Background: an optimization exercise with open tools, aiming at small area and a short achievable clock period. Do not read the settings as production practice. Where RTL was checked, it was by simulation tests only, not by an equivalence proof against the original. Only the layout flow was run in run 2; the RTL was not checked for function there.

==> flow/design.v (outline; a module is shown in full before it is edited, if it fits) <==
// module Mul12_CS: 144 lines
// module Tab_P12: 15 lines
// module Tab_P16: 14 lines
// module Tab_P20: 17 lines
// module CSA: 16 lines
// module Butterfly_Unit: 103 lines
module Butterfly_Unit (
    input clk,
    input reset,
    input [1:0] operation,   
    input valid_in,
    input [11:0] a_in,
    input [11:0] b_in,
    input [11:0] zeta,
    output reg [11:0] a_out,
    output reg [11:0] b_out,
    output reg valid_out
);
  // ...
==> flow/run.sh <==
#!/bin/bash
# synth_recipe.tcl (not shown) runs the flow's synth.tcl, then flattens the netlist and writes it again
# the make line also repeats each setting of config.mk as NAME=value (left out here)
make -C /OpenROAD-flow-scripts/flow DESIGN_CONFIG=/design/flow/config.mk WORK_HOME=/design/flow/orfs CLKGATE_MAP_FILE= SYNTH_SCRIPT=/design/flow/synth_recipe.tcl finish
==> flow/config.mk <==
export PLATFORM = sky130hd
export DESIGN_NAME = Butterfly_Unit
export DESIGN_NICKNAME = Butterfly_Unit
export VERILOG_FILES = /design/flow/design.v
export SDC_FILE = /design/flow/constraint.sdc
export NUM_CORES = 4
export LEC_CHECK = 0
export CAP_MARGIN = 5
export CELL_PAD_IN_SITES_DETAIL_PLACEMENT = 0
export CELL_PAD_IN_SITES_GLOBAL_PLACEMENT = 0
export CORE_MARGIN = 2
export CORE_UTILIZATION = 55
export SETUP_SLACK_MARGIN = 3.0
export SLEW_MARGIN = 5
export TNS_END_PERCENT = 0
==> flow/constraint.sdc <==
create_clock -name core_clock -period 6.5 [get_ports {clk}]
set_input_delay 1.3000 -clock core_clock [delete_from_list [all_inputs] [get_ports {clk}]]
set_output_delay 1.3000 -clock core_clock [all_outputs]
set_load 0.01 [all_outputs]
==> out/qor.csv, run 1 <==
stage,metric,value,unit
sta,fin crit period,3590,ps
sta,max frequency,279,MHz
synthesis,post-synthesis compound-gate area fraction,0.150,
min_path,HP Class,flip-flop to flip-flop,
worst_setup_path,"reg-to-reg slack, setup",2910,ps
global_routing,met1 Use GR,0.328,
floorplan,Well Taps,335,
sta,slew margin rel.,0.474,
drt,Total Wirelength,34400,um
sta,RSZ-0062 raised after global routing,true,
clock_tree,CTS Hold Bufs,0,
synthesis,XOR/XNOR share of the synthesized area,0.0615,
worst_setup_path,Critical Path RT,6840,ps
floorplan,IO Count,66,
global_routing,first-pass GRT wire length,57000,um
floorplan,Die Y,167,um
clock_tree,CTS tree,built,
cells_and_area,layout cells sized above 1,0.170,
synthesis,top-count cell post-synth,dfxtp_1,
place,placed cells,1890,
worst_setup_path,Stages on worst setup path,15,
worst_setup_path,worst-path cell chain,"ha_4, fa_2, a211o_4, a211o_4, a211oi_4, o211ai_1, buf_4, buf_4, buf_6, buf_6, buf_4, buf_4, o211ai_1, o31ai_2, xnor2_1",
synthesis,sequential area share after synthesis,0.266,
synthesis,adder-cell area share of the yosys netlist,0.299,
drt,Iter 0 DRT Violations,653,
drt,post-DR vias/cell,5.54,
synthesis,net count after synthesis,1849,
drt,WL met1,15200,um
global_routing,gr usage total,0.253,
drt,TritonRoute pass-1 iters,19,
synthesis,dominant cells by area after synthesis,"dfxtp_1 27%, fa_1 20%, ha_1 9.8%",
clock_tree,htree depth,4,
outcome,status,timing/DRC/antenna clean,
drt,met3 wire length,1330,um
worst_setup_path,worst reg2reg endpoint,r4[11],
worst_setup_path,"most used cell, CP",buf_4,
clock_tree,# resized after CTS,134,
==> module Butterfly_Unit, before the edit <==
module Butterfly_Unit (
    input clk,
    input reset,
    input [1:0] operation,   
    input valid_in,
    input [11:0] a_in,
    input [11:0] b_in,
    input [11:0] zeta,
    output reg [11:0] a_out,
    output reg [11:0] b_out,
    output reg valid_out
);
    localparam [12:0] Q = 13'd3329;
    wire        intt0 = operation[0];
    wire        zero0 = operation[1];
    wire [12:0] d0    = {1'b0, a_in} - {1'b0, b_in};
    wire [12:0] ds0, dc0;
    CSA #(13) csa_d (.a({1'b0, a_in}), .b({1'b1, ~b_in}), .c(13'd3330), .s(ds0), .y(dc0));
    wire [12:0] dq0   = ds0 + dc0;                                   
    wire [11:0] m0    = !intt0 ? b_in : (d0[12] ? dq0[11:0] : d0[11:0]);
    wire [12:0] s0    = {1'b0, a_in & {12{~zero0}}} + {1'b0, b_in & {12{intt0 & ~zero0}}};
    reg [11:0] m1, z1;
    reg [12:0] s1;
    reg        op1;
    reg        v1;
    always @(posedge clk) begin
        m1  <= m0;
        s1  <= s0;
        z1  <= zeta & {12{~zero0}};
        op1 <= intt0;
    end
    wire [23:0] px1, py1;
    Mul12_CS mul (.a(z1), .b(m1), .x(px1), .y(py1));
    reg [23:0] px2, py2;
    reg [12:0] s2;
    reg        op2;
    reg        v2;
    always @(posedge clk) begin
        px2 <= px1;
        py2 <= py1;
        s2  <= s1;
        op2 <= op1;
    end
    wire [11:0] h2 = px2[23:12] + py2[23:12];
    wire [12:0] t0;
    wire [11:0] t1;
    wire [14:0] t2;
    Tab_P12 tab0 (.h(h2[3:0]),  .t(t0));
    Tab_P16 tab1 (.h(h2[7:4]),  .t(t1));
    Tab_P20 tab2 (.h(h2[11:8]), .t(t2));
    wire [14:0] sa, ca, sb, cb, sc, cc;
    CSA #(15) csa_a (.a({3'b000, px2[11:0]}), .b({3'b000, py2[11:0]}), .c({2'b00, t0}), .s(sa), .y(ca));
    CSA #(15) csa_b (.a(sa), .b(ca), .c({3'b000, t1}), .s(sb), .y(cb));
    CSA #(15) csa_c (.a(sb), .b(cb), .c(t2), .s(sc), .y(cc));
    reg [14:0] xs3, xc3;
    reg [12:0] s3;
    reg        op3;
    reg        v3;
    always @(posedge clk) begin
        xs3 <= sc;
        xc3 <= cc;
        s3  <= s2;
        op3 <= op2;
    end
    wire [14:0] x3  = xs3 + xc3;
    wire        ge1 = x3 >= 15'd3329;
    wire        ge2 = x3 >= 15'd6658;
    wire        ge3 = x3 >= 15'd9987;
    wire        ge4 = x3 >= 15'd13316;
    wire [11:0] x31 = x3[11:0] + 12'd767;
    wire [11:0] x32 = x3[11:0] + 12'd1534;
    wire [11:0] x33 = x3[11:0] + 12'd2301;
    wire [11:0] x34 = x3[11:0] + 12'd3068;
    wire [11:0] r3  = ge4 ? x34 : ge3 ? x33 : ge2 ? x32 : ge1 ? x31 : x3[11:0];
    reg [11:0] r4;
    reg [12:0] s4;
    reg        op4;
    reg        v4;
    always @(posedge clk) begin
        r4  <= r3;
        s4  <= s3;
        op4 <= op3;
    end
    wire [11:0] rn4 = r4 & {12{~op4}};
    wire [12:0] t4  = s4 + {1'b0, rn4};                            
    wire        tg4 = t4 >= 13'd3329;
    wire [11:0] tm4 = t4[11:0] + 12'd767;
    wire [11:0] ao4 = tg4 ? tm4 : t4[11:0];
    wire [12:0] u4  = {1'b0, s4[11:0]} - {1'b0, r4};
    wire [11:0] uq4 = u4[11:0] + 12'd3329;
    wire [11:0] bo4 = op4 ? r4 : (u4[12] ? uq4 : u4[11:0]);
    always @(posedge clk) begin
        a_out <= ao4;
        b_out <= bo4;
    end
    always @(posedge clk) begin
        if (reset) begin
            v1 <= 1'b0; v2 <= 1'b0; v3 <= 1'b0; v4 <= 1'b0; valid_out <= 1'b0;
        end else begin
            v1 <= valid_in; v2 <= v1; v3 <= v2; v4 <= v3; valid_out <= v4;
        end
    end
endmodule
==> inputs of run 2 (changes only) <==
==> flow/design.v (replaced) <==
module Mul12x13_CS (
    input  [11:0] a,
    input  [12:0] b,
    output [24:0] x,
    output [24:0] y
);
    wire s1, c1, s2, c2, s3, c3, s4, c4, s5, c5, s6, c6, s7, c7, s8, c8;
    wire s9, c9, s10, c10, s11, c11, s12, c12, s13, c13, s14, c14, s15, c15, s16, c16;
    wire s17, c17, s18, c18, s19, c19, s20, c20, s21, c21, s22, c22, s23, c23, s24, c24;
    wire s25, c25, s26, c26, s27, c27, s28, c28, s29, c29, s30, c30, s31, c31, s32, c32;
    wire s33, c33, s34, c34, s35, c35, s36, c36, s37, c37, s38, c38, s39, c39, s40, c40;
    wire s41, c41, s42, c42, s43, c43, s44, c44, s45, c45, s46, c46, s47, c47, s48, c48;
    wire s49, c49, s50, c50, s51, c51, s52, c52, s53, c53, s54, c54, s55, c55, s56, c56;
    wire s57, c57, s58, c58, s59, c59, s60, c60, s61, c61, s62, c62, s63, c63, s64, c64;
    wire s65, c65, s66, c66, s67, c67, s68, c68, s69, c69, s70, c70, s71, c71, s72, c72;
    wire s73, c73, s74, c74, s75, c75, s76, c76, s77, c77, s78, c78, s79, c79, s80, c80;
    wire s81, c81, s82, c82, s83, c83, s84, c84, s85, c85, s86, c86, s87, c87, s88, c88;
    wire s89, c89, s90, c90, s91, c91, s92, c92, s93, c93, s94, c94, s95, c95, s96, c96;
    wire s97, c97, s98, c98, s99, c99, s100, c100, s101, c101, s102, c102, s103, c103, s104, c104;
    wire s105, c105, s106, c106, s107, c107, s108, c108, s109, c109, s110, c110, s111, c111, s112, c112;
    wire s113, c113, s114, c114, s115, c115, s116, c116, s117, c117, s118, c118, s119, c119, s120, c120;
    assign s1 = ~((~(a[0] & b[9])) ^ (~(a[1] & b[8])));
    assign c1 = (~(a[0] & b[9])) | (~(a[1] & b[8]));
    assign {c2, s2} = {1'b0, (~(a[0] & b[10]))} + {1'b0, (~(a[1] & b[9]))} + {1'b0, (~(a[2] & b[8]))};
    assign s3 = ~((~(a[3] & b[7])) ^ (~(a[4] & b[6])));
    assign c3 = (~(a[3] & b[7])) | (~(a[4] & b[6]));
    assign {c4, s4} = {1'b0, (~(a[0] & b[11]))} + {1'b0, (~(a[1] & b[10]))} + {1'b0, (~(a[2] & b[9]))};
    assign {c5, s5} = {1'b0, (~(a[3] & b[8]))} + {1'b0, (~(a[4] & b[7]))} + {1'b0, (~(a[5] & b[6]))};
    assign s6 = ~((~(a[6] & b[5])) ^ (~(a[7] & b[4])));
    assign c6 = (~(a[6] & b[5])) | (~(a[7] & b[4]));
    assign {c7, s7} = {1'b0, (~(a[0] & b[12]))} + {1'b0, (~(a[1] & b[11]))} + {1'b0, (~(a[2] & b[10]))};
    assign {c8, s8} = {1'b0, (~(a[3] & b[9]))} + {1'b0, (~(a[4] & b[8]))} + {1'b0, (~(a[5] & b[7]))};
    assign {c9, s9} = {1'b0, (~(a[6] & b[6]))} + {1'b0, (~(a[7] & b[5]))} + {1'b0, (~(a[8] & b[4]))};
    assign {c10, s10} = {1'b0, (~(a[1] & b[12]))} + {1'b0, (~(a[2] & b[11]))} + {1'b0, (~(a[3] & b[10]))};
    assign {c11, s11} = {1'b0, (~(a[4] & b[9]))} + {1'b0, (~(a[5] & b[8]))} + {1'b0, (~(a[6] & b[7]))};
    assign s12 = ~((~(a[7] & b[6])) ^ (~(a[8] & b[5])));
    assign c12 = (~(a[7] & b[6])) | (~(a[8] & b[5]));
    assign {c13, s13} = {1'b0, (~(a[2] & b[12]))} + {1'b0, (~(a[3] & b[11]))} + {1'b0, (~(a[4] & b[10]))};
    assign {c14, s14} = {1'b0, (~(a[5] & b[9]))} + {1'b0, (~(a[6] & b[8]))} + {1'b0, (~(a[7] & b[7]))};
    assign {c15, s15} = {1'b0, (~(a[3] & b[12]))} + {1'b0, (~(a[4] & b[11]))} + {1'b0, (~(a[5] & b[10]))};
    assign s16 = ~((~(a[0] & b[6])) ^ (~(a[1] & b[5])));
    assign c16 = (~(a[0] & b[6])) | (~(a[1] & b[5]));
    assign {c17, s17} = {1'b0, (~(a[0] & b[7]))} + {1'b0, (~(a[1] & b[6]))} + {1'b0, (~(a[2] & b[5]))};
    assign s18 = ~((~(a[3] & b[4])) ^ (~(a[4] & b[3])));
    assign c18 = (~(a[3] & b[4])) | (~(a[4] & b[3]));
    assign {c19, s19} = {1'b0, (~(a[0] & b[8]))} + {1'b0, (~(a[1] & b[7]))} + {1'b0, (~(a[2] & b[6]))};
    assign {c20, s20} = {1'b0, (~(a[3] & b[5]))} + {1'b0, (~(a[4] & b[4]))} + {1'b0, (~(a[5] & b[3]))};
    assign s21 = ~((~(a[6] & b[2])) ^ (~(a[7] & b[1])));
    assign c21 = (~(a[6] & b[2])) | (~(a[7] & b[1]));
    assign {c22, s22} = {1'b0, s1} + {1'b0, (~(a[2] & b[7]))} + {1'b0, (~(a[3] & b[6]))};
    assign {c23, s23} = {1'b0, (~(a[4] & b[5]))} + {1'b0, (~(a[5] & b[4]))} + {1'b0, (~(a[6] & b[3]))};
    assign {c24, s24} = {1'b0, (~(a[7] & b[2]))} + {1'b0, (~(a[8] & b[1]))} + {1'b0, (~(a[9] & b[0]))};
    assign {c25, s25} = {1'b0, s2} + {1'b0, s3} + {1'b0, (~(a[5] & b[5]))};
    assign {c26, s26} = {1'b0, (~(a[6] & b[4]))} + {1'b0, (~(a[7] & b[3]))} + {1'b0, (~(a[8] & b[2]))};
    assign {c27, s27} = {1'b0, (~(a[9] & b[1]))} + {1'b0, (~(a[10] & b[0]))} + {1'b0, c1};
    assign {c28, s28} = {1'b0, s4} + {1'b0, s5} + {1'b0, s6};
    assign {c29, s29} = {1'b0, (~(a[8] & b[3]))} + {1'b0, (~(a[9] & b[2]))} + {1'b0, (~(a[10] & b[1]))};
    assign {c30, s30} = {1'b0, (~(a[11] & b[0]))} + {1'b0, c2} + {1'b0, c3};
    assign {c31, s31} = {1'b0, s7} + {1'b0, s8} + {1'b0, s9};
    assign {c32, s32} = {1'b0, (~(a[9] & b[3]))} + {1'b0, (~(a[10] & b[2]))} + {1'b0, (~(a[11] & b[1]))};
    assign {c33, s33} = {1'b0, c4} + {1'b0, c5} + {1'b0, c6};
    assign {c34, s34} = {1'b0, s10} + {1'b0, s11} + {1'b0, s12};
    assign {c35, s35} = {1'b0, (~(a[9] & b[4]))} + {1'b0, (~(a[10] & b[3]))} + {1'b0, (~(a[11] & b[2]))};
    assign {c36, s36} = {1'b0, c7} + {1'b0, c8} + {1'b0, c9};
    assign {c37, s37} = {1'b0, s13} + {1'b0, s14} + {1'b0, (~(a[8] & b[6]))};
    assign {c38, s38} = {1'b0, (~(a[9] & b[5]))} + {1'b0, (~(a[10] & b[4]))} + {1'b0, (~(a[11] & b[3]))};
    assign {c39, s39} = {1'b0, c10} + {1'b0, c11} + {1'b0, c12};
    assign {c40, s40} = {1'b0, s15} + {1'b0, (~(a[6] & b[9]))} + {1'b0, (~(a[7] & b[8]))};
    assign {c41, s41} = {1'b0, (~(a[8] & b[7]))} + {1'b0, (~(a[9] & b[6]))} + {1'b0, (~(a[10] & b[5]))};
    assign {c42, s42} = {1'b0, (~(a[11] & b[4]))} + {1'b0, c13} + {1'b0, c14};
    assign {c43, s43} = {1'b0, (~(a[4] & b[12]))} + {1'b0, (~(a[5] & b[11]))} + {1'b0, (~(a[6] & b[10]))};
    assign {c44, s44} = {1'b0, (~(a[7] & b[9]))} + {1'b0, (~(a[8] & b[8]))} + {1'b0, (~(a[9] & b[7]))};
    assign {c45, s45} = {1'b0, (~(a[10] & b[6]))} + {1'b0, (~(a[11] & b[5]))} + {1'b0, c15};
    assign {c46, s46} = {1'b0, (~(a[5] & b[12]))} + {1'b0, (~(a[6] & b[11]))} + {1'b0, (~(a[7] & b[10]))};
    assign {c47, s47} = {1'b0, (~(a[8] & b[9]))} + {1'b0, (~(a[9] & b[8]))} + {1'b0, (~(a[10] & b[7]))};
    assign {c48, s48} = {1'b0, (~(a[6] & b[12]))} + {1'b0, (~(a[7] & b[11]))} + {1'b0, (~(a[8] & b[10]))};
    assign s49 = ~((~(a[0] & b[4])) ^ (~(a[1] & b[3])));
    assign c49 = (~(a[0] & b[4])) | (~(a[1] & b[3]));
    assign {c50, s50} = {1'b0, (~(a[0] & b[5]))} + {1'b0, (~(a[1] & b[4]))} + {1'b0, (~(a[2] & b[3]))};
    assign s51 = ~((~(a[3] & b[2])) ^ (~(a[4] & b[1])));
    assign c51 = (~(a[3] & b[2])) | (~(a[4] & b[1]));
    assign {c52, s52} = {1'b0, s16} + {1'b0, (~(a[2] & b[4]))} + {1'b0, (~(a[3] & b[3]))};
    assign {c53, s53} = {1'b0, (~(a[4] & b[2]))} + {1'b0, (~(a[5] & b[1]))} + {1'b0, (~(a[6] & b[0]))};
    assign {c54, s54} = {1'b0, s17} + {1'b0, s18} + {1'b0, (~(a[5] & b[2]))};
    assign {c55, s55} = {1'b0, (~(a[6] & b[1]))} + {1'b0, (~(a[7] & b[0]))} + {1'b0, c16};
    assign {c56, s56} = {1'b0, s19} + {1'b0, s20} + {1'b0, s21};
    assign {c57, s57} = {1'b0, (~(a[8] & b[0]))} + {1'b0, c17} + {1'b0, c18};
    assign {c58, s58} = {1'b0, s22} + {1'b0, s23} + {1'b0, s24};
    assign {c59, s59} = {1'b0, c19} + {1'b0, c20} + {1'b0, c21};
    assign {c60, s60} = {1'b0, s25} + {1'b0, s26} + {1'b0, s27};
    assign {c61, s61} = {1'b0, c22} + {1'b0, c23} + {1'b0, c24};
    assign {c62, s62} = {1'b0, s28} + {1'b0, s29} + {1'b0, s30};
    assign {c63, s63} = {1'b0, c25} + {1'b0, c26} + {1'b0, c27};
    assign {c64, s64} = {1'b0, s31} + {1'b0, s32} + {1'b0, s33};
    assign {c65, s65} = {1'b0, c28} + {1'b0, c29} + {1'b0, c30};
    assign {c66, s66} = {1'b0, s34} + {1'b0, s35} + {1'b0, s36};
    assign {c67, s67} = {1'b0, c31} + {1'b0, c32} + {1'b0, c33};
    assign {c68, s68} = {1'b0, s37} + {1'b0, s38} + {1'b0, s39};
    assign {c69, s69} = {1'b0, c34} + {1'b0, c35} + {1'b0, c36};
    assign {c70, s70} = {1'b0, s40} + {1'b0, s41} + {1'b0, s42};
    assign {c71, s71} = {1'b0, c37} + {1'b0, c38} + {1'b0, c39};
    assign {c72, s72} = {1'b0, s43} + {1'b0, s44} + {1'b0, s45};
    assign {c73, s73} = {1'b0, c40} + {1'b0, c41} + {1'b0, c42};
    assign {c74, s74} = {1'b0, s46} + {1'b0, s47} + {1'b0, (~(a[11] & b[6]))};
    assign {c75, s75} = {1'b0, c43} + {1'b0, c44} + {1'b0, c45};
    assign {c76, s76} = {1'b0, s48} + {1'b0, (~(a[9] & b[9]))} + {1'b0, (~(a[10] & b[8]))};
    assign {c77, s77} = {1'b0, (~(a[11] & b[7]))} + {1'b0, c46} + {1'b0, c47};
    assign {c78, s78} = {1'b0, (~(a[7] & b[12]))} + {1'b0, (~(a[8] & b[11]))} + {1'b0, (~(a[9] & b[10]))};
    assign {c79, s79} = {1'b0, (~(a[10] & b[9]))} + {1'b0, (~(a[11] & b[8]))} + {1'b0, c48};
    assign {c80, s80} = {1'b0, (~(a[8] & b[12]))} + {1'b0, (~(a[9] & b[11]))} + {1'b0, (~(a[10] & b[10]))};
    assign s81 = ~((~(a[0] & b[3])) ^ (~(a[1] & b[2])));
    assign c81 = (~(a[0] & b[3])) | (~(a[1] & b[2]));
    assign {c82, s82} = {1'b0, s49} + {1'b0, (~(a[2] & b[2]))} + {1'b0, (~(a[3] & b[1]))};
    assign {c83, s83} = {1'b0, s50} + {1'b0, s51} + {1'b0, (~(a[5] & b[0]))};
    assign {c84, s84} = {1'b0, s52} + {1'b0, s53} + {1'b0, c50};
    assign {c85, s85} = {1'b0, s54} + {1'b0, s55} + {1'b0, c52};
    assign {c86, s86} = {1'b0, s56} + {1'b0, s57} + {1'b0, c54};
    assign {c87, s87} = {1'b0, s58} + {1'b0, s59} + {1'b0, c56};
    assign {c88, s88} = {1'b0, s60} + {1'b0, s61} + {1'b0, c58};
    assign {c89, s89} = {1'b0, s62} + {1'b0, s63} + {1'b0, c60};
    assign {c90, s90} = {1'b0, s64} + {1'b0, s65} + {1'b0, c62};
    assign {c91, s91} = {1'b0, s66} + {1'b0, s67} + {1'b0, c64};
    assign {c92, s92} = {1'b0, s68} + {1'b0, s69} + {1'b0, c66};
    assign {c93, s93} = {1'b0, s70} + {1'b0, s71} + {1'b0, c68};
    assign {c94, s94} = {1'b0, s72} + {1'b0, s73} + {1'b0, c70};
    assign {c95, s95} = {1'b0, s74} + {1'b0, s75} + {1'b0, c72};
    assign {c96, s96} = {1'b0, s76} + {1'b0, s77} + {1'b0, c74};
    assign {c97, s97} = {1'b0, s78} + {1'b0, s79} + {1'b0, c76};
    assign {c98, s98} = {1'b0, s80} + {1'b0, (~(a[11] & b[9]))} + {1'b0, c78};
    assign {c99, s99} = {1'b0, (~(a[9] & b[12]))} + {1'b0, (~(a[10] & b[11]))} + {1'b0, (~(a[11] & b[10]))};
    assign s100 = ~((~(a[0] & b[2])) ^ (~(a[1] & b[1])));
    assign c100 = (~(a[0] & b[2])) | (~(a[1] & b[1]));
    assign {c101, s101} = {1'b0, s81} + {1'b0, (~(a[2] & b[1]))} + {1'b0, (~(a[3] & b[0]))};
    assign {c102, s102} = {1'b0, s82} + {1'b0, (~(a[4] & b[0]))} + {1'b0, c81};
    assign {c103, s103} = {1'b0, s83} + {1'b0, c49} + {1'b0, c82};
    assign {c104, s104} = {1'b0, s84} + {1'b0, c51} + {1'b0, c83};
    assign {c105, s105} = {1'b0, s85} + {1'b0, c53} + {1'b0, c84};
    assign {c106, s106} = {1'b0, s86} + {1'b0, c55} + {1'b0, c85};
    assign {c107, s107} = {1'b0, s87} + {1'b0, c57} + {1'b0, c86};
    assign {c108, s108} = {1'b0, s88} + {1'b0, c59} + {1'b0, c87};
    assign {c109, s109} = {1'b0, s89} + {1'b0, c61} + {1'b0, c88};
    assign {c110, s110} = {1'b0, s90} + {1'b0, c63} + {1'b0, c89};
    assign {c111, s111} = {1'b0, s91} + {1'b0, c65} + {1'b0, c90};
    assign {c112, s112} = {1'b0, s92} + {1'b0, c67} + {1'b0, c91};
    assign {c113, s113} = {1'b0, s93} + {1'b0, c69} + {1'b0, c92};
    assign {c114, s114} = {1'b0, s94} + {1'b0, c71} + {1'b0, c93};
    assign {c115, s115} = {1'b0, s95} + {1'b0, c73} + {1'b0, c94};
    assign {c116, s116} = {1'b0, s96} + {1'b0, c75} + {1'b0, c95};
    assign {c117, s117} = {1'b0, s97} + {1'b0, c77} + {1'b0, c96};
    assign {c118, s118} = {1'b0, s98} + {1'b0, c79} + {1'b0, c97};
    assign {c119, s119} = {1'b0, s99} + {1'b0, c80} + {1'b0, c98};
    assign {c120, s120} = {1'b0, (~(a[10] & b[12]))} + {1'b0, (~(a[11] & b[11]))} + {1'b0, c99};
    assign x = ~{1'b1, (~(a[11] & b[12])), s120, s119, s118, s117, s116, s115, s114, s113, s112, s111, s110, s109, s108, s107, s106, s105, s104, s103, s102, s101, s100, (~(a[0] & b[1])), (~(a[0] & b[0]))};
    assign y = ~{1'b1, c120, c119, c118, c117, c116, c115, c114, c113, c112, c111, c110, c109, c108, c107, c106, c105, c104, c103, c102, c101, c100, (~(a[2] & b[0])), (~(a[1] & b[0])), 1'b1};
endmodule
module Tab_P12 (input [3:0] h, output [12:0] t);
    assign t[0] = (~h[3] & ~h[2] & ~h[1] & ~h[0]) | (~h[3] & ~h[2] & h[1] & h[0]) | (~h[3] & h[2] & ~h[1] & h[0]) | (~h[3] & h[2] & h[1] & ~h[0]) | (h[3] & ~h[2] & ~h[1] & ~h[0]) | (h[3] & ~h[2] & h[1] & ~h[0]) | (h[3] & ~h[2] & h[1] & h[0]) | (h[3] & h[2] & ~h[1] & h[0]);
    assign t[1] = (~h[3] & ~h[2] & h[1] & ~h[0]) | (~h[3] & h[2] & ~h[1] & h[0]) | (h[3] & ~h[2] & ~h[1] & ~h[0]) | (h[3] & ~h[2] & ~h[1] & h[0]) | (h[3] & ~h[2] & h[1] & h[0]) | (h[3] & h[2] & ~h[1] & ~h[0]) | (h[3] & h[2] & h[1] & h[0]);
    assign t[2] = (~h[3] & ~h[2] & h[1] & ~h[0]) | (~h[3] & ~h[2] & h[1] & h[0]) | (~h[3] & h[2] & ~h[1] & ~h[0]) | (h[3] & ~h[2] & ~h[1] & ~h[0]) | (h[3] & ~h[2] & ~h[1] & h[0]) | (h[3] & ~h[2] & h[1] & ~h[0]) | (h[3] & h[2] & h[1] & h[0]);
    assign t[3] = (~h[3] & ~h[2] & h[1] & ~h[0]) | (~h[3] & ~h[2] & h[1] & h[0]) | (~h[3] & h[2] & ~h[1] & ~h[0]) | (~h[3] & h[2] & ~h[1] & h[0]) | (~h[3] & h[2] & h[1] & ~h[0]) | (~h[3] & h[2] & h[1] & h[0]) | (h[3] & h[2] & h[1] & h[0]);
    assign t[4] = (~h[3] & ~h[2] & h[1] & ~h[0]) | (~h[3] & ~h[2] & h[1] & h[0]) | (~h[3] & h[2] & ~h[1] & ~h[0]) | (~h[3] & h[2] & ~h[1] & h[0]) | (~h[3] & h[2] & h[1] & ~h[0]) | (~h[3] & h[2] & h[1] & h[0]) | (h[3] & ~h[2] & ~h[1] & ~h[0]) | (h[3] & ~h[2] & ~h[1] & h[0]) | (h[3] & ~h[2] & h[1] & ~h[0]) | (h[3] & ~h[2] & h[1] & h[0]) | (h[3] & h[2] & ~h[1] & ~h[0]) | (h[3] & h[2] & ~h[1] & h[0]) | (h[3] & h[2] & h[1] & ~h[0]);
    assign t[5] = (~h[3] & ~h[2] & h[1] & ~h[0]) | (~h[3] & ~h[2] & h[1] & h[0]) | (~h[3] & h[2] & ~h[1] & ~h[0]) | (~h[3] & h[2] & ~h[1] & h[0]) | (~h[3] & h[2] & h[1] & ~h[0]) | (~h[3] & h[2] & h[1] & h[0]) | (h[3] & ~h[2] & ~h[1] & ~h[0]) | (h[3] & ~h[2] & ~h[1] & h[0]) | (h[3] & ~h[2] & h[1] & ~h[0]) | (h[3] & ~h[2] & h[1] & h[0]) | (h[3] & h[2] & ~h[1] & ~h[0]) | (h[3] & h[2] & ~h[1] & h[0]) | (h[3] & h[2] & h[1] & ~h[0]) | (h[3] & h[2] & h[1] & h[0]);
    assign t[6] = (~h[3] & ~h[2] & h[1] & ~h[0]) | (~h[3] & ~h[2] & h[1] & h[0]) | (~h[3] & h[2] & ~h[1] & ~h[0]) | (~h[3] & h[2] & ~h[1] & h[0]) | (~h[3] & h[2] & h[1] & ~h[0]) | (~h[3] & h[2] & h[1] & h[0]) | (h[3] & ~h[2] & ~h[1] & ~h[0]) | (h[3] & ~h[2] & ~h[1] & h[0]) | (h[3] & ~h[2] & h[1] & ~h[0]) | (h[3] & ~h[2] & h[1] & h[0]) | (h[3] & h[2] & ~h[1] & ~h[0]) | (h[3] & h[2] & ~h[1] & h[0]) | (h[3] & h[2] & h[1] & ~h[0]) | (h[3] & h[2] & h[1] & h[0]);
    assign t[7] = (~h[3] & ~h[2] & h[1] & ~h[0]) | (~h[3] & ~h[2] & h[1] & h[0]) | (~h[3] & h[2] & ~h[1] & ~h[0]) | (~h[3] & h[2] & ~h[1] & h[0]) | (~h[3] & h[2] & h[1] & ~h[0]) | (~h[3] & h[2] & h[1] & h[0]) | (h[3] & ~h[2] & ~h[1] & ~h[0]) | (h[3] & ~h[2] & ~h[1] & h[0]) | (h[3] & ~h[2] & h[1] & ~h[0]) | (h[3] & ~h[2] & h[1] & h[0]) | (h[3] & h[2] & ~h[1] & ~h[0]) | (h[3] & h[2] & ~h[1] & h[0]) | (h[3] & h[2] & h[1] & ~h[0]) | (h[3] & h[2] & h[1] & h[0]);
    assign t[8] = (~h[3] & ~h[2] & ~h[1] & ~h[0]) | (~h[3] & ~h[2] & h[1] & ~h[0]) | (~h[3] & h[2] & ~h[1] & ~h[0]) | (~h[3] & h[2] & h[1] & h[0]) | (h[3] & ~h[2] & ~h[1] & h[0]) | (h[3] & h[2] & ~h[1] & ~h[0]) | (h[3] & h[2] & h[1] & ~h[0]) | (h[3] & h[2] & h[1] & h[0]);
    assign t[9] = (~h[3] & h[2] & ~h[1] & ~h[0]) | (~h[3] & h[2] & ~h[1] & h[0]) | (~h[3] & h[2] & h[1] & h[0]) | (h[3] & ~h[2] & ~h[1] & ~h[0]) | (h[3] & ~h[2] & h[1] & h[0]) | (h[3] & h[2] & h[1] & ~h[0]);
    assign t[10] = (~h[3] & ~h[2] & ~h[1] & ~h[0]) | (~h[3] & ~h[2] & h[1] & ~h[0]) | (~h[3] & h[2] & ~h[1] & h[0]) | (~h[3] & h[2] & h[1] & ~h[0]) | (~h[3] & h[2] & h[1] & h[0]) | (h[3] & ~h[2] & ~h[1] & h[0]) | (h[3] & ~h[2] & h[1] & h[0]) | (h[3] & h[2] & ~h[1] & h[0]) | (h[3] & h[2] & h[1] & ~h[0]) | (h[3] & h[2] & h[1] & h[0]);
    assign t[11] = (~h[3] & ~h[2] & ~h[1] & ~h[0]) | (~h[3] & ~h[2] & h[1] & h[0]) | (~h[3] & h[2] & ~h[1] & ~h[0]) | (~h[3] & h[2] & ~h[1] & h[0]) | (h[3] & ~h[2] & ~h[1] & ~h[0]) | (h[3] & ~h[2] & ~h[1] & h[0]) | (h[3] & h[2] & ~h[1] & ~h[0]) | (h[3] & h[2] & ~h[1] & h[0]) | (h[3] & h[2] & h[1] & ~h[0]);
    assign t[12] = (~h[3] & ~h[2] & ~h[1] & h[0]) | (h[3] & ~h[2] & h[1] & ~h[0]);
endmodule
module Tab_P16 (input [3:0] h, output [11:0] t);
    assign t[0] = (~h[3] & ~h[2] & ~h[1] & h[0]) | (~h[3] & ~h[2] & h[1] & ~h[0]) | (~h[3] & ~h[2] & h[1] & h[0]) | (~h[3] & h[2] & h[1] & h[0]) | (h[3] & ~h[2] & ~h[1] & ~h[0]) | (h[3] & ~h[2] & ~h[1] & h[0]) | (h[3] & h[2] & ~h[1] & h[0]) | (h[3] & h[2] & h[1] & ~h[0]) | (h[3] & h[2] & h[1] & h[0]);
    assign t[1] = (~h[3] & h[2] & ~h[1] & ~h[0]) | (~h[3] & h[2] & ~h[1] & h[0]) | (~h[3] & h[2] & h[1] & ~h[0]) | (~h[3] & h[2] & h[1] & h[0]) | (h[3] & ~h[2] & ~h[1] & ~h[0]) | (h[3] & ~h[2] & ~h[1] & h[0]);
    assign t[2] = (~h[3] & ~h[2] & ~h[1] & h[0]) | (~h[3] & ~h[2] & h[1] & h[0]) | (~h[3] & h[2] & ~h[1] & h[0]) | (~h[3] & h[2] & h[1] & h[0]) | (h[3] & ~h[2] & ~h[1] & h[0]) | (h[3] & ~h[2] & h[1] & ~h[0]) | (h[3] & h[2] & ~h[1] & ~h[0]) | (h[3] & h[2] & h[1] & ~h[0]);
    assign t[3] = (~h[3] & ~h[2] & ~h[1] & h[0]) | (~h[3] & ~h[2] & h[1] & ~h[0]) | (~h[3] & h[2] & ~h[1] & h[0]) | (~h[3] & h[2] & h[1] & ~h[0]) | (h[3] & ~h[2] & ~h[1] & h[0]) | (h[3] & ~h[2] & h[1] & ~h[0]) | (h[3] & ~h[2] & h[1] & h[0]) | (h[3] & h[2] & h[1] & ~h[0]) | (h[3] & h[2] & h[1] & h[0]);
    assign t[4] = (~h[3] & ~h[2] & h[1] & ~h[0]) | (~h[3] & h[2] & ~h[1] & ~h[0]) | (~h[3] & h[2] & ~h[1] & h[0]) | (~h[3] & h[2] & h[1] & h[0]) | (h[3] & ~h[2] & h[1] & ~h[0]) | (h[3] & h[2] & ~h[1] & ~h[0]) | (h[3] & h[2] & h[1] & h[0]);
    assign t[5] = (~h[3] & ~h[2] & ~h[1] & h[0]) | (~h[3] & h[2] & ~h[1] & ~h[0]) | (~h[3] & h[2] & h[1] & h[0]) | (h[3] & ~h[2] & ~h[1] & ~h[0]) | (h[3] & ~h[2] & h[1] & ~h[0]) | (h[3] & ~h[2] & h[1] & h[0]) | (h[3] & h[2] & h[1] & ~h[0]);
    assign t[6] = (~h[3] & ~h[2] & ~h[1] & h[0]) | (~h[3] & ~h[2] & h[1] & ~h[0]) | (~h[3] & ~h[2] & h[1] & h[0]) | (~h[3] & h[2] & h[1] & h[0]) | (h[3] & ~h[2] & ~h[1] & ~h[0]) | (h[3] & ~h[2] & ~h[1] & h[0]) | (h[3] & h[2] & h[1] & ~h[0]) | (h[3] & h[2] & h[1] & h[0]);
    assign t[7] = (~h[3] & ~h[2] & ~h[1] & h[0]) | (~h[3] & ~h[2] & h[1] & ~h[0]) | (~h[3] & ~h[2] & h[1] & h[0]) | (~h[3] & h[2] & ~h[1] & ~h[0]) | (~h[3] & h[2] & ~h[1] & h[0]) | (~h[3] & h[2] & h[1] & ~h[0]) | (h[3] & h[2] & h[1] & ~h[0]) | (h[3] & h[2] & h[1] & h[0]);
    assign t[8] = (~h[3] & h[2] & ~h[1] & ~h[0]) | (~h[3] & h[2] & ~h[1] & h[0]) | (~h[3] & h[2] & h[1] & ~h[0]) | (h[3] & ~h[2] & h[1] & ~h[0]) | (h[3] & ~h[2] & h[1] & h[0]) | (h[3] & h[2] & ~h[1] & ~h[0]) | (h[3] & h[2] & h[1] & ~h[0]) | (h[3] & h[2] & h[1] & h[0]);
    assign t[9] = (~h[3] & h[2] & h[1] & h[0]) | (h[3] & ~h[2] & ~h[1] & ~h[0]) | (h[3] & ~h[2] & ~h[1] & h[0]) | (h[3] & ~h[2] & h[1] & ~h[0]) | (h[3] & ~h[2] & h[1] & h[0]) | (h[3] & h[2] & ~h[1] & ~h[0]) | (h[3] & h[2] & h[1] & ~h[0]) | (h[3] & h[2] & h[1] & h[0]);
    assign t[10] = (~h[3] & ~h[2] & h[1] & ~h[0]) | (~h[3] & h[2] & ~h[1] & h[0]) | (h[3] & ~h[2] & ~h[1] & ~h[0]) | (h[3] & ~h[2] & h[1] & h[0]) | (h[3] & h[2] & ~h[1] & h[0]) | (h[3] & h[2] & h[1] & ~h[0]);
    assign t[11] = (~h[3] & ~h[2] & ~h[1] & h[0]) | (~h[3] & h[2] & ~h[1] & ~h[0]) | (~h[3] & h[2] & h[1] & h[0]) | (h[3] & ~h[2] & h[1] & ~h[0]) | (h[3] & h[2] & ~h[1] & h[0]);
endmodule
module Tab_P20 (input [4:0] h, output [14:0] t);
    assign t[0] = (~h[4] & ~h[3] & ~h[2] & ~h[1] & h[0]) | (~h[4] & ~h[3] & ~h[2] & h[1] & h[0]) | (~h[4] & ~h[3] & h[2] & ~h[1] & h[0]) | (~h[4] & ~h[3] & h[2] & h[1] & h[0]) | (~h[4] & h[3] & ~h[2] & ~h[1] & h[0]) | (~h[4] & h[3] & ~h[2] & h[1] & h[0]) | (~h[4] & h[3] & h[2] & ~h[1] & h[0]) | (~h[4] & h[3] & h[2] & h[1] & h[0]) | (h[4] & ~h[3] & ~h[2] & ~h[1] & h[0]) | (h[4] & ~h[3] & ~h[2] & h[1] & h[0]) | (h[4] & ~h[3] & h[2] & ~h[1] & h[0]) | (h[4] & ~h[3] & h[2] & h[1] & h[0]) | (h[4] & h[3] & ~h[2] & ~h[1] & h[0]) | (h[4] & h[3] & ~h[2] & h[1] & h[0]) | (h[4] & h[3] & h[2] & ~h[1] & h[0]) | (h[4] & h[3] & h[2] & h[1] & h[0]);
    assign t[1] = (~h[4] & ~h[3] & ~h[2] & h[1] & ~h[0]) | (~h[4] & ~h[3] & ~h[2] & h[1] & h[0]) | (~h[4] & ~h[3] & h[2] & h[1] & ~h[0]) | (~h[4] & ~h[3] & h[2] & h[1] & h[0]) | (~h[4] & h[3] & ~h[2] & h[1] & ~h[0]) | (~h[4] & h[3] & ~h[2] & h[1] & h[0]) | (~h[4] & h[3] & h[2] & h[1] & ~h[0]) | (~h[4] & h[3] & h[2] & h[1] & h[0]) | (h[4] & ~h[3] & ~h[2] & h[1] & ~h[0]) | (h[4] & ~h[3] & ~h[2] & h[1] & h[0]) | (h[4] & ~h[3] & h[2] & h[1] & ~h[0]) | (h[4] & ~h[3] & h[2] & h[1] & h[0]) | (h[4] & h[3] & ~h[2] & h[1] & ~h[0]) | (h[4] & h[3] & ~h[2] & h[1] & h[0]) | (h[4] & h[3] & h[2] & h[1] & ~h[0]) | (h[4] & h[3] & h[2] & h[1] & h[0]);
    assign t[2] = (~h[4] & ~h[3] & ~h[2] & ~h[1] & h[0]) | (~h[4] & ~h[3] & ~h[2] & h[1] & h[0]) | (~h[4] & ~h[3] & h[2] & ~h[1] & ~h[0]) | (~h[4] & ~h[3] & h[2] & h[1] & ~h[0]) | (~h[4] & h[3] & ~h[2] & ~h[1] & h[0]) | (~h[4] & h[3] & ~h[2] & h[1] & h[0]) | (~h[4] & h[3] & h[2] & ~h[1] & ~h[0]) | (~h[4] & h[3] & h[2] & h[1] & ~h[0]) | (h[4] & ~h[3] & ~h[2] & ~h[1] & h[0]) | (h[4] & ~h[3] & ~h[2] & h[1] & h[0]) | (h[4] & ~h[3] & h[2] & ~h[1] & ~h[0]) | (h[4] & ~h[3] & h[2] & h[1] & ~h[0]) | (h[4] & h[3] & ~h[2] & ~h[1] & h[0]) | (h[4] & h[3] & ~h[2] & h[1] & h[0]) | (h[4] & h[3] & h[2] & ~h[1] & ~h[0]) | (h[4] & h[3] & h[2] & h[1] & ~h[0]);
    assign t[3] = (~h[4] & ~h[3] & ~h[2] & h[1] & ~h[0]) | (~h[4] & ~h[3] & ~h[2] & h[1] & h[0]) | (~h[4] & ~h[3] & h[2] & ~h[1] & h[0]) | (~h[4] & ~h[3] & h[2] & h[1] & ~h[0]) | (~h[4] & h[3] & ~h[2] & ~h[1] & ~h[0]) | (~h[4] & h[3] & ~h[2] & ~h[1] & h[0]) | (~h[4] & h[3] & h[2] & ~h[1] & ~h[0]) | (~h[4] & h[3] & h[2] & h[1] & h[0]) | (h[4] & ~h[3] & ~h[2] & h[1] & ~h[0]) | (h[4] & ~h[3] & ~h[2] & h[1] & h[0]) | (h[4] & ~h[3] & h[2] & ~h[1] & h[0]) | (h[4] & ~h[3] & h[2] & h[1] & ~h[0]) | (h[4] & h[3] & ~h[2] & ~h[1] & ~h[0]) | (h[4] & h[3] & ~h[2] & ~h[1] & h[0]) | (h[4] & h[3] & h[2] & ~h[1] & ~h[0]) | (h[4] & h[3] & h[2] & h[1] & h[0]);
    assign t[4] = (~h[4] & ~h[3] & h[2] & ~h[1] & ~h[0]) | (~h[4] & ~h[3] & h[2] & ~h[1] & h[0]) | (~h[4] & ~h[3] & h[2] & h[1] & ~h[0]) | (~h[4] & h[3] & ~h[2] & h[1] & ~h[0]) | (~h[4] & h[3] & ~h[2] & h[1] & h[0]) | (~h[4] & h[3] & h[2] & ~h[1] & ~h[0]) | (h[4] & ~h[3] & ~h[2] & ~h[1] & ~h[0]) | (h[4] & ~h[3] & ~h[2] & ~h[1] & h[0]) | (h[4] & ~h[3] & ~h[2] & h[1] & ~h[0]) | (h[4] & ~h[3] & ~h[2] & h[1] & h[0]) | (h[4] & ~h[3] & h[2] & h[1] & h[0]) | (h[4] & h[3] & ~h[2] & ~h[1] & ~h[0]) | (h[4] & h[3] & ~h[2] & ~h[1] & h[0]) | (h[4] & h[3] & h[2] & ~h[1] & h[0]) | (h[4] & h[3] & h[2] & h[1] & ~h[0]) | (h[4] & h[3] & h[2] & h[1] & h[0]);
    assign t[5] = (~h[4] & ~h[3] & h[2] & h[1] & h[0]) | (~h[4] & h[3] & ~h[2] & ~h[1] & ~h[0]) | (~h[4] & h[3] & ~h[2] & ~h[1] & h[0]) | (~h[4] & h[3] & ~h[2] & h[1] & ~h[0]) | (~h[4] & h[3] & ~h[2] & h[1] & h[0]) | (~h[4] & h[3] & h[2] & ~h[1] & ~h[0]) | (h[4] & ~h[3] & h[2] & ~h[1] & ~h[0]) | (h[4] & ~h[3] & h[2] & ~h[1] & h[0]) | (h[4] & ~h[3] & h[2] & h[1] & ~h[0]) | (h[4] & ~h[3] & h[2] & h[1] & h[0]) | (h[4] & h[3] & ~h[2] & ~h[1] & ~h[0]) | (h[4] & h[3] & ~h[2] & ~h[1] & h[0]);
    assign t[6] = (~h[4] & ~h[3] & ~h[2] & ~h[1] & h[0]) | (~h[4] & ~h[3] & ~h[2] & h[1] & h[0]) | (~h[4] & ~h[3] & h[2] & ~h[1] & h[0]) | (~h[4] & ~h[3] & h[2] & h[1] & h[0]) | (~h[4] & h[3] & ~h[2] & ~h[1] & h[0]) | (~h[4] & h[3] & ~h[2] & h[1] & h[0]) | (~h[4] & h[3] & h[2] & h[1] & ~h[0]) | (h[4] & ~h[3] & ~h[2] & ~h[1] & ~h[0]) | (h[4] & ~h[3] & ~h[2] & h[1] & ~h[0]) | (h[4] & ~h[3] & h[2] & ~h[1] & ~h[0]) | (h[4] & ~h[3] & h[2] & h[1] & ~h[0]) | (h[4] & h[3] & ~h[2] & ~h[1] & ~h[0]) | (h[4] & h[3] & ~h[2] & h[1] & h[0]) | (h[4] & h[3] & h[2] & ~h[1] & h[0]) | (h[4] & h[3] & h[2] & h[1] & h[0]);
    assign t[7] = (~h[4] & ~h[3] & ~h[2] & ~h[1] & h[0]) | (~h[4] & ~h[3] & ~h[2] & h[1] & ~h[0]) | (~h[4] & ~h[3] & h[2] & ~h[1] & h[0]) | (~h[4] & ~h[3] & h[2] & h[1] & ~h[0]) | (~h[4] & h[3] & ~h[2] & ~h[1] & h[0]) | (~h[4] & h[3] & ~h[2] & h[1] & ~h[0]) | (~h[4] & h[3] & h[2] & h[1] & ~h[0]) | (~h[4] & h[3] & h[2] & h[1] & h[0]) | (h[4] & ~h[3] & ~h[2] & h[1] & ~h[0]) | (h[4] & ~h[3] & ~h[2] & h[1] & h[0]) | (h[4] & ~h[3] & h[2] & h[1] & ~h[0]) | (h[4] & ~h[3] & h[2] & h[1] & h[0]) | (h[4] & h[3] & ~h[2] & h[1] & h[0]) | (h[4] & h[3] & h[2] & ~h[1] & ~h[0]) | (h[4] & h[3] & h[2] & h[1] & h[0]);
    assign t[8] = (~h[4] & ~h[3] & ~h[2] & ~h[1] & h[0]) | (~h[4] & ~h[3] & ~h[2] & h[1] & ~h[0]) | (~h[4] & ~h[3] & ~h[2] & h[1] & h[0]) | (~h[4] & ~h[3] & h[2] & ~h[1] & ~h[0]) | (~h[4] & h[3] & ~h[2] & ~h[1] & h[0]) | (~h[4] & h[3] & ~h[2] & h[1] & ~h[0]) | (~h[4] & h[3] & ~h[2] & h[1] & h[0]) | (~h[4] & h[3] & h[2] & ~h[1] & ~h[0]) | (~h[4] & h[3] & h[2] & ~h[1] & h[0]) | (h[4] & ~h[3] & ~h[2] & h[1] & ~h[0]) | (h[4] & ~h[3] & ~h[2] & h[1] & h[0]) | (h[4] & ~h[3] & h[2] & ~h[1] & ~h[0]) | (h[4] & ~h[3] & h[2] & ~h[1] & h[0]) | (h[4] & h[3] & ~h[2] & h[1] & h[0]) | (h[4] & h[3] & h[2] & ~h[1] & ~h[0]) | (h[4] & h[3] & h[2] & ~h[1] & h[0]) | (h[4] & h[3] & h[2] & h[1] & ~h[0]);
    assign t[9] = (~h[4] & ~h[3] & ~h[2] & ~h[1] & h[0]) | (~h[4] & ~h[3] & ~h[2] & h[1] & ~h[0]) | (~h[4] & ~h[3] & ~h[2] & h[1] & h[0]) | (~h[4] & ~h[3] & h[2] & ~h[1] & ~h[0]) | (~h[4] & ~h[3] & h[2] & ~h[1] & h[0]) | (~h[4] & ~h[3] & h[2] & h[1] & ~h[0]) | (~h[4] & ~h[3] & h[2] & h[1] & h[0]) | (~h[4] & h[3] & ~h[2] & ~h[1] & ~h[0]) | (h[4] & ~h[3] & ~h[2] & h[1] & ~h[0]) | (h[4] & ~h[3] & ~h[2] & h[1] & h[0]) | (h[4] & ~h[3] & h[2] & ~h[1] & ~h[0]) | (h[4] & ~h[3] & h[2] & ~h[1] & h[0]) | (h[4] & ~h[3] & h[2] & h[1] & ~h[0]) | (h[4] & ~h[3] & h[2] & h[1] & h[0]) | (h[4] & h[3] & ~h[2] & ~h[1] & ~h[0]) | (h[4] & h[3] & ~h[2] & ~h[1] & h[0]) | (h[4] & h[3] & ~h[2] & h[1] & ~h[0]);
    assign t[10] = (~h[4] & ~h[3] & ~h[2] & ~h[1] & h[0]) | (~h[4] & ~h[3] & ~h[2] & h[1] & ~h[0]) | (~h[4] & ~h[3] & ~h[2] & h[1] & h[0]) | (~h[4] & ~h[3] & h[2] & ~h[1] & ~h[0]) | (~h[4] & ~h[3] & h[2] & ~h[1] & h[0]) | (~h[4] & ~h[3] & h[2] & h[1] & ~h[0]) | (~h[4] & ~h[3] & h[2] & h[1] & h[0]) | (~h[4] & h[3] & ~h[2] & ~h[1] & ~h[0]) | (~h[4] & h[3] & ~h[2] & ~h[1] & h[0]) | (~h[4] & h[3] & ~h[2] & h[1] & ~h[0]) | (~h[4] & h[3] & ~h[2] & h[1] & h[0]) | (~h[4] & h[3] & h[2] & ~h[1] & ~h[0]) | (~h[4] & h[3] & h[2] & ~h[1] & h[0]) | (~h[4] & h[3] & h[2] & h[1] & ~h[0]) | (~h[4] & h[3] & h[2] & h[1] & h[0]) | (h[4] & ~h[3] & ~h[2] & ~h[1] & ~h[0]) | (h[4] & ~h[3] & ~h[2] & ~h[1] & h[0]);
    assign t[11] = (~h[4] & ~h[3] & ~h[2] & ~h[1] & h[0]) | (~h[4] & ~h[3] & ~h[2] & h[1] & ~h[0]) | (~h[4] & ~h[3] & ~h[2] & h[1] & h[0]) | (~h[4] & ~h[3] & h[2] & ~h[1] & ~h[0]) | (~h[4] & ~h[3] & h[2] & ~h[1] & h[0]) | (~h[4] & ~h[3] & h[2] & h[1] & ~h[0]) | (~h[4] & ~h[3] & h[2] & h[1] & h[0]) | (~h[4] & h[3] & ~h[2] & ~h[1] & ~h[0]) | (~h[4] & h[3] & ~h[2] & ~h[1] & h[0]) | (~h[4] & h[3] & ~h[2] & h[1] & ~h[0]) | (~h[4] & h[3] & ~h[2] & h[1] & h[0]) | (~h[4] & h[3] & h[2] & ~h[1] & ~h[0]) | (~h[4] & h[3] & h[2] & ~h[1] & h[0]) | (~h[4] & h[3] & h[2] & h[1] & ~h[0]) | (~h[4] & h[3] & h[2] & h[1] & h[0]) | (h[4] & ~h[3] & ~h[2] & ~h[1] & ~h[0]) | (h[4] & ~h[3] & ~h[2] & ~h[1] & h[0]) | (h[4] & ~h[3] & ~h[2] & h[1] & ~h[0]) | (h[4] & ~h[3] & ~h[2] & h[1] & h[0]) | (h[4] & ~h[3] & h[2] & ~h[1] & ~h[0]) | (h[4] & ~h[3] & h[2] & ~h[1] & h[0]) | (h[4] & ~h[3] & h[2] & h[1] & ~h[0]) | (h[4] & ~h[3] & h[2] & h[1] & h[0]) | (h[4] & h[3] & ~h[2] & ~h[1] & ~h[0]) | (h[4] & h[3] & ~h[2] & ~h[1] & h[0]) | (h[4] & h[3] & ~h[2] & h[1] & ~h[0]) | (h[4] & h[3] & ~h[2] & h[1] & h[0]) | (h[4] & h[3] & h[2] & ~h[1] & ~h[0]) | (h[4] & h[3] & h[2] & ~h[1] & h[0]) | (h[4] & h[3] & h[2] & h[1] & ~h[0]) | (h[4] & h[3] & h[2] & h[1] & h[0]);
    assign t[12] = (~h[4] & ~h[3] & ~h[2] & ~h[1] & h[0]) | (~h[4] & ~h[3] & ~h[2] & h[1] & ~h[0]) | (~h[4] & ~h[3] & ~h[2] & h[1] & h[0]) | (~h[4] & ~h[3] & h[2] & ~h[1] & ~h[0]) | (~h[4] & ~h[3] & h[2] & ~h[1] & h[0]) | (~h[4] & ~h[3] & h[2] & h[1] & ~h[0]) | (~h[4] & ~h[3] & h[2] & h[1] & h[0]) | (~h[4] & h[3] & ~h[2] & ~h[1] & ~h[0]) | (~h[4] & h[3] & ~h[2] & ~h[1] & h[0]) | (~h[4] & h[3] & ~h[2] & h[1] & ~h[0]) | (~h[4] & h[3] & ~h[2] & h[1] & h[0]) | (~h[4] & h[3] & h[2] & ~h[1] & ~h[0]) | (~h[4] & h[3] & h[2] & ~h[1] & h[0]) | (~h[4] & h[3] & h[2] & h[1] & ~h[0]) | (~h[4] & h[3] & h[2] & h[1] & h[0]) | (h[4] & ~h[3] & ~h[2] & ~h[1] & ~h[0]) | (h[4] & ~h[3] & ~h[2] & ~h[1] & h[0]) | (h[4] & ~h[3] & ~h[2] & h[1] & ~h[0]) | (h[4] & ~h[3] & ~h[2] & h[1] & h[0]) | (h[4] & ~h[3] & h[2] & ~h[1] & ~h[0]) | (h[4] & ~h[3] & h[2] & ~h[1] & h[0]) | (h[4] & ~h[3] & h[2] & h[1] & ~h[0]) | (h[4] & ~h[3] & h[2] & h[1] & h[0]) | (h[4] & h[3] & ~h[2] & ~h[1] & ~h[0]) | (h[4] & h[3] & ~h[2] & ~h[1] & h[0]) | (h[4] & h[3] & ~h[2] & h[1] & ~h[0]) | (h[4] & h[3] & ~h[2] & h[1] & h[0]) | (h[4] & h[3] & h[2] & ~h[1] & ~h[0]) | (h[4] & h[3] & h[2] & ~h[1] & h[0]) | (h[4] & h[3] & h[2] & h[1] & ~h[0]) | (h[4] & h[3] & h[2] & h[1] & h[0]);
    assign t[13] = (~h[4] & ~h[3] & ~h[2] & ~h[1] & h[0]) | (~h[4] & ~h[3] & ~h[2] & h[1] & ~h[0]) | (~h[4] & ~h[3] & ~h[2] & h[1] & h[0]) | (~h[4] & ~h[3] & h[2] & ~h[1] & ~h[0]) | (~h[4] & ~h[3] & h[2] & ~h[1] & h[0]) | (~h[4] & ~h[3] & h[2] & h[1] & ~h[0]) | (~h[4] & ~h[3] & h[2] & h[1] & h[0]) | (~h[4] & h[3] & ~h[2] & ~h[1] & ~h[0]) | (~h[4] & h[3] & ~h[2] & ~h[1] & h[0]) | (~h[4] & h[3] & ~h[2] & h[1] & ~h[0]) | (~h[4] & h[3] & ~h[2] & h[1] & h[0]) | (~h[4] & h[3] & h[2] & ~h[1] & ~h[0]) | (~h[4] & h[3] & h[2] & ~h[1] & h[0]) | (~h[4] & h[3] & h[2] & h[1] & ~h[0]) | (~h[4] & h[3] & h[2] & h[1] & h[0]) | (h[4] & ~h[3] & ~h[2] & ~h[1] & ~h[0]) | (h[4] & ~h[3] & ~h[2] & ~h[1] & h[0]) | (h[4] & ~h[3] & ~h[2] & h[1] & ~h[0]) | (h[4] & ~h[3] & ~h[2] & h[1] & h[0]) | (h[4] & ~h[3] & h[2] & ~h[1] & ~h[0]) | (h[4] & ~h[3] & h[2] & ~h[1] & h[0]) | (h[4] & ~h[3] & h[2] & h[1] & ~h[0]) | (h[4] & ~h[3] & h[2] & h[1] & h[0]) | (h[4] & h[3] & ~h[2] & ~h[1] & ~h[0]) | (h[4] & h[3] & ~h[2] & ~h[1] & h[0]) | (h[4] & h[3] & ~h[2] & h[1] & ~h[0]) | (h[4] & h[3] & ~h[2] & h[1] & h[0]) | (h[4] & h[3] & h[2] & ~h[1] & ~h[0]) | (h[4] & h[3] & h[2] & ~h[1] & h[0]) | (h[4] & h[3] & h[2] & h[1] & ~h[0]) | (h[4] & h[3] & h[2] & h[1] & h[0]);
    assign t[14] = (~h[4] & ~h[3] & ~h[2] & ~h[1] & h[0]) | (~h[4] & ~h[3] & ~h[2] & h[1] & ~h[0]) | (~h[4] & ~h[3] & ~h[2] & h[1] & h[0]) | (~h[4] & ~h[3] & h[2] & ~h[1] & ~h[0]) | (~h[4] & ~h[3] & h[2] & ~h[1] & h[0]) | (~h[4] & ~h[3] & h[2] & h[1] & ~h[0]) | (~h[4] & ~h[3] & h[2] & h[1] & h[0]) | (~h[4] & h[3] & ~h[2] & ~h[1] & ~h[0]) | (~h[4] & h[3] & ~h[2] & ~h[1] & h[0]) | (~h[4] & h[3] & ~h[2] & h[1] & ~h[0]) | (~h[4] & h[3] & ~h[2] & h[1] & h[0]) | (~h[4] & h[3] & h[2] & ~h[1] & ~h[0]) | (~h[4] & h[3] & h[2] & ~h[1] & h[0]) | (~h[4] & h[3] & h[2] & h[1] & ~h[0]) | (~h[4] & h[3] & h[2] & h[1] & h[0]) | (h[4] & ~h[3] & ~h[2] & ~h[1] & ~h[0]) | (h[4] & ~h[3] & ~h[2] & ~h[1] & h[0]) | (h[4] & ~h[3] & ~h[2] & h[1] & ~h[0]) | (h[4] & ~h[3] & ~h[2] & h[1] & h[0]) | (h[4] & ~h[3] & h[2] & ~h[1] & ~h[0]) | (h[4] & ~h[3] & h[2] & ~h[1] & h[0]) | (h[4] & ~h[3] & h[2] & h[1] & ~h[0]) | (h[4] & ~h[3] & h[2] & h[1] & h[0]) | (h[4] & h[3] & ~h[2] & ~h[1] & ~h[0]) | (h[4] & h[3] & ~h[2] & ~h[1] & h[0]) | (h[4] & h[3] & ~h[2] & h[1] & ~h[0]) | (h[4] & h[3] & ~h[2] & h[1] & h[0]) | (h[4] & h[3] & h[2] & ~h[1] & ~h[0]) | (h[4] & h[3] & h[2] & ~h[1] & h[0]) | (h[4] & h[3] & h[2] & h[1] & ~h[0]) | (h[4] & h[3] & h[2] & h[1] & h[0]);
endmodule
module CSA #(parameter W = 8) (
    input  [W-1:0] a,
    input  [W-1:0] b,
    input  [W-1:0] c,
    output [W-1:0] s,
    output [W-1:0] y       
);
    wire [W-1:0] maj;
    genvar i;
    generate
        for (i = 0; i < W; i = i + 1) begin : bit_
            assign {maj[i], s[i]} = {1'b0, a[i]} + {1'b0, b[i]} + {1'b0, c[i]};
        end
    endgenerate
    assign y = {maj[W-2:0], 1'b0};
endmodule
module Butterfly_Unit (
    input clk,
    input reset,
    input [1:0] operation,   
    input valid_in,
    input [11:0] a_in,
    input [11:0] b_in,
    input [11:0] zeta,
    output reg [11:0] a_out,
    output reg [11:0] b_out,
    output reg valid_out
);
    localparam [12:0] Q = 13'd3329;
    wire        intt0 = operation[0];
    wire [12:0] ds0, dc0;
    CSA #(13) csa_d (.a({1'b0, a_in}), .b({1'b1, ~b_in}), .c(13'd3330), .s(ds0), .y(dc0));
    wire [12:0] dq0   = ds0 + dc0;                                   
    wire [12:0] m0    = intt0 ? dq0 : {1'b0, b_in};
    wire [12:0] s0    = {1'b0, a_in} + {1'b0, b_in & {12{intt0}}};
    reg [12:0] m1;
    reg [11:0] z1;
    reg [12:0] s1;
    reg [1:0]  op1;
    reg        v1;
    always @(posedge clk) begin
        m1  <= m0;
        s1  <= s0;
        z1  <= zeta;
        op1 <= operation;
    end
    wire [24:0] px1, py1;
    Mul12x13_CS mul (.a(z1), .b(m1), .x(px1), .y(py1));
    reg [24:0] px2, py2;
    reg [12:0] s2;
    reg [1:0]  op2;
    reg        v2;
    always @(posedge clk) begin
        px2 <= px1;
        py2 <= py1;
        s2  <= s1;
        op2 <= op1;
    end
    wire [12:0] h2 = px2[24:12] + py2[24:12];
    wire [12:0] t0;
    wire [11:0] t1;
    wire [14:0] t2;
    Tab_P12 tab0 (.h(h2[3:0]),  .t(t0));
    Tab_P16 tab1 (.h(h2[7:4]),  .t(t1));
    Tab_P20 tab2 (.h(h2[12:8]), .t(t2));
    wire [14:0] sa, ca, sb, cb, sc, cc;
    CSA #(15) csa_a (.a({3'b000, px2[11:0]}), .b({3'b000, py2[11:0]}), .c({2'b00, t0}), .s(sa), .y(ca));
    CSA #(15) csa_b (.a(sa), .b(ca), .c({3'b000, t1}), .s(sb), .y(cb));
    CSA #(15) csa_c (.a(sb), .b(cb), .c(t2), .s(sc), .y(cc));
    reg [14:0] xs3, xc3;
    reg [12:0] s3;
    reg [1:0]  op3;
    reg        v3;
    always @(posedge clk) begin
        xs3 <= sc;
        xc3 <= cc;
        s3  <= s2;
        op3 <= op2;
    end
    wire [14:0] x3 = xs3 + xc3;
    wire [14:0] ks1, kc1, ks2, kc2, ks3, kc3, ks4, kc4;
    CSA #(15) csa_k1 (.a(xs3), .b(xc3), .c(15'h72ff), .s(ks1), .y(kc1));    
    CSA #(15) csa_k2 (.a(xs3), .b(xc3), .c(15'h65fe), .s(ks2), .y(kc2));    
    CSA #(15) csa_k3 (.a(xs3), .b(xc3), .c(15'h58fd), .s(ks3), .y(kc3));    
    CSA #(15) csa_k4 (.a(xs3), .b(xc3), .c(15'h4bfc), .s(ks4), .y(kc4));    
    wire [14:0] x1 = ks1 + kc1;
    wire [14:0] x2 = ks2 + kc2;
    wire [14:0] x3q = ks3 + kc3;
    wire [14:0] x4 = ks4 + kc4;
    wire [11:0] r3 = !x4[14]  ? x4[11:0]  :
                     !x3q[14] ? x3q[11:0] :
                     !x2[14]  ? x2[11:0]  :
                     !x1[14]  ? x1[11:0]  : x3[11:0];
    reg [11:0] r4;
    reg [12:0] s4;
    reg [1:0]  op4;
    reg        v4;
    always @(posedge clk) begin
        r4  <= r3;
        s4  <= s3;
        op4 <= op3;
    end
    wire [11:0] rn4 = r4 & {12{~op4[0]}};
    wire [12:0] t4  = s4 + {1'b0, rn4};                            
    wire [13:0] ts4, tc4;
    CSA #(14) csa_t (.a({1'b0, s4}), .b({2'b00, rn4}), .c(14'h32ff), .s(ts4), .y(tc4));
    wire [13:0] tm4 = ts4 + tc4;                                   
    wire [11:0] ao4 = tm4[13] ? t4[11:0] : tm4[11:0];
    wire [12:0] u4  = {1'b0, s4[11:0]} - {1'b0, r4};
    wire [12:0] us4, uc4;
    CSA #(13) csa_u (.a({1'b0, s4[11:0]}), .b({1'b1, ~r4}), .c(13'd3330), .s(us4), .y(uc4));
    wire [12:0] uq4 = us4 + uc4;                                   
    wire [11:0] bo4 = op4[0] ? r4 : (u4[12] ? uq4[11:0] : u4[11:0]);
    always @(posedge clk) begin
        a_out <= op4[1] ? 12'd0 : ao4;
        b_out <= op4[1] ? 12'd0 : bo4;
    end
    always @(posedge clk) begin
        if (reset) begin
            v1 <= 1'b0; v2 <= 1'b0; v3 <= 1'b0; v4 <= 1'b0; valid_out <= 1'b0;
        end else begin
            v1 <= valid_in; v2 <= v1; v3 <= v2; v4 <= v3; valid_out <= v4;
        end
    end
endmodule
==> flow/config.mk (replaced) <==
export PLATFORM = sky130hd
export DESIGN_NAME = Butterfly_Unit
export DESIGN_NICKNAME = Butterfly_Unit
export VERILOG_FILES = /design/flow/design.v
export SDC_FILE = /design/flow/constraint.sdc
export NUM_CORES = 4
export LEC_CHECK = 0
export CAP_MARGIN = 20
export CELL_PAD_IN_SITES_DETAIL_PLACEMENT = 0
export CELL_PAD_IN_SITES_GLOBAL_PLACEMENT = 0
export CORE_MARGIN = 2
export CORE_UTILIZATION = 55
export SETUP_SLACK_MARGIN = 2.7
export SLEW_MARGIN = 20
==> run 2 against run 1 <==
Net effect:
- still clean on timing, DRC and antenna
- cell area rose by 7.4%
- count of clock-buffer cells in the layout rose by 13
- via count rose by 11%
- register-to-register slack got worse by 160 ps
- core utilization fell by 3.8 points
- critical path type unchanged
- critical endpoint is now xc3[12]
==> out/qor.csv, run 2 <==
stage,metric,value,unit,change
synthesis,net count after synthesis,2177,,+18%
outcome,status,timing/DRC/antenna clean,,
drt,TritonRoute pass-1 iters,7,,-12
global_routing,initial antenna violation count,0,,
min_path,HP Class,flip-flop to flip-flop,,
clock_tree,CTS Hold Bufs,0,,unchanged
floorplan,die width,178,um,
cells_and_area,"commonest non-fill, non-tap cells in the layout","245 x inv_1, 202 x dfxtp_1, 177 x ha_1",,
synthesis,Avg Inst Size Synth,9.26,um^2,
synthesis,Yosys cell types,83,,
drt,Iter 0 DRT Violations,595,,-8.9%
worst_setup_path,critical path arrival,4160,ps,
global_routing,gr usage total,0.245,,-0.00810
sta,Max Transition Viols Final,0,,
sta,"Hold Vio Cnt, Final",0,,
cells_and_area,"commonest non-fill, non-tap cell in the layout",inv_1,,
sta,hold_ws,325,ps,
floorplan,die area,31600,um^2,
worst_setup_path,Critical Path RT,6910,ps,+70 ps
clock_tree,htree depth,1,,-3
clock_tree,CTS tree,built,,
min_path,hold depth,0,,
floorplan,IO Count,66,,unchanged
clock_tree,CTS buffer count,25,,
worst_setup_path,worst reg2reg endpoint,xc3[12],,
clock_tree,clock sinks,202,,
worst_setup_path,Critical Path End Type,flip-flop,,
synthesis,sequential area share after synthesis,0.243,,-0.0225
sta,RSZ-0062 raised after global routing,true,,
cells_and_area,layout cells sized above 1,0.0859,,-0.0845
sta,fin crit period,3750,ps,+164 ps
floorplan,Die Y,178,um,+6.2%
drt,Final ANT Viol Nets,0,,
worst_setup_path,"reg-to-reg slack, setup",2750,ps,-160 ps
place,hpwl dp,29500,um,
cells_and_area,synthesis-to-finish area growth,15.3,%,
synthesis,top-count cell post-synth,inv_1,,
floorplan,Initial Util,0.559,,
drt,post-DR vias/cell,5.42,,-2.2%
drt,Total Wirelength,37900,um,+10%
sta,slew margin rel.,0.216,,-0.258
sta,max frequency,267,MHz,-4.4%
synthesis,dominant cells by area after synthesis,"dfxtp_1 24%, fa_1 20%, ha_1 13%",,
global_routing,largest net degree at the start of global routing,28,,
global_routing,first-pass GRT wire length,62100,um,+9.0%
synthesis,cell area after synthesis,16600,um^2,
run,Max Cap Viol,0,,
## run 2: cell count changes after synthesis, sizes merged, moves of 13 or more
cell	delta
inv	+95
xnor2	+18
fa	+17
nor2	+51
a21oi	+13
ha	+63
## run 2: worst max-delay path by stage
stage | cells after the start | slack (ps) | to
final | 12 | 2750 | xc3[12]
after global routing | 12 | 2630 | xc3[12]
after CTS | 14 | 2700 | r4[11]
after detailed placement | 16 | 1970 | s1[12]
after global placement | 16 | 2070 | s1[10]
after floorplan | 14 | 2730 | s1[11]
## run 2: timing repair
item,4_1_cts,5_1_grt
setup buffers,9,18
setup endpoints to repair,47,47
pin swaps,4,14
cloned,1,2
gates resized for setup,27,39
## run 2: worst max-delay path, cell delays in order, from the launching register on
cell and delay (ps):
dfxtp_1 300, ha_1 240, fa_2 420, buf_4 170, xor2_2 220, nand2_1 160
a21oi_1 70, or3_1 340, fa_1 590, inv_1 70, fa_1 540, inv_1 60
fa_1 440
## run 2: cell families after synthesis
logic type                 after synthesis  share of synthesized area
and+or+nand+nor                        482                      0.147
adders and majority gates              343                      0.332
AOI/OAI and AO/OA                      333                      0.132
buffers and inverters                  305                     0.0700
DFF                                    202                      0.243
xor gates and xnor gates               109                     0.0624
muxes                                   20                     0.0126
## run 2: routing by layer
| metal | wire [um] | global-route usage | vias up |
|---|---|---|---|
| li1 | - | - | 6008 |
| met1 | 17000 | 0.318 | 5963 |
| met4 | 947 | 0.0663 | 0 |
| met3 | 1420 | 0.0289 | 73 |
| met5 | 0 | 0 | - |
| met2 | 18600 | 0.431 | 278 |
## run 2: area by class of cell
class                      instances  area (um^2)
multi-input combinational       1289        11800
fill                            2540        10600
sequential                       202         4040
timing repair buffer              98          967
inverter                         251          961
clock buffer                      31          698
tap                              390          488
clock inverter                    14          213
## run 2: per-stage QoR
step                std cells  worst slack (ps)  utilization
global placement         2200              2070        0.591
global route             2275              2630        0.644
finish                   2275              2750        0.644
floorplan                1794              2730            -
CTS                      2255              2700        0.630
detailed placement       2200              1970        0.591

==> static timing again, ports no longer ideal <==
How much do the figures lean on ideal ports? The routed layouts below were timed once more, with nothing changed but the port constraints. Step 1, drivers: a clkbuf_16 drives clk and a buf_2 each remaining input, both assumed. Step 2 also shifts input and output timing later by t, the mid clock arrival at the registers, as if the neighbouring blocks saw the same clock. Slacks: ideal / step 1 / step 2; pairs: ideal / step 1.
| run | shift t [ns] | slack for setup (ns) | worst slew at a driven data input, ns |
|---|---|---|---|
| run 1 | 0.482 | 2.913 / 2.913 / 2.520 | 0.03 |
| run 2 | 0.595 | 2.749 / 2.749 / 2.296 | 0.04 |
After both steps setup and hold are still met in every run listed. The setup slack of run 2, which loses most, moves by 0.000 ns with the drivers and by -0.453 ns with both steps.
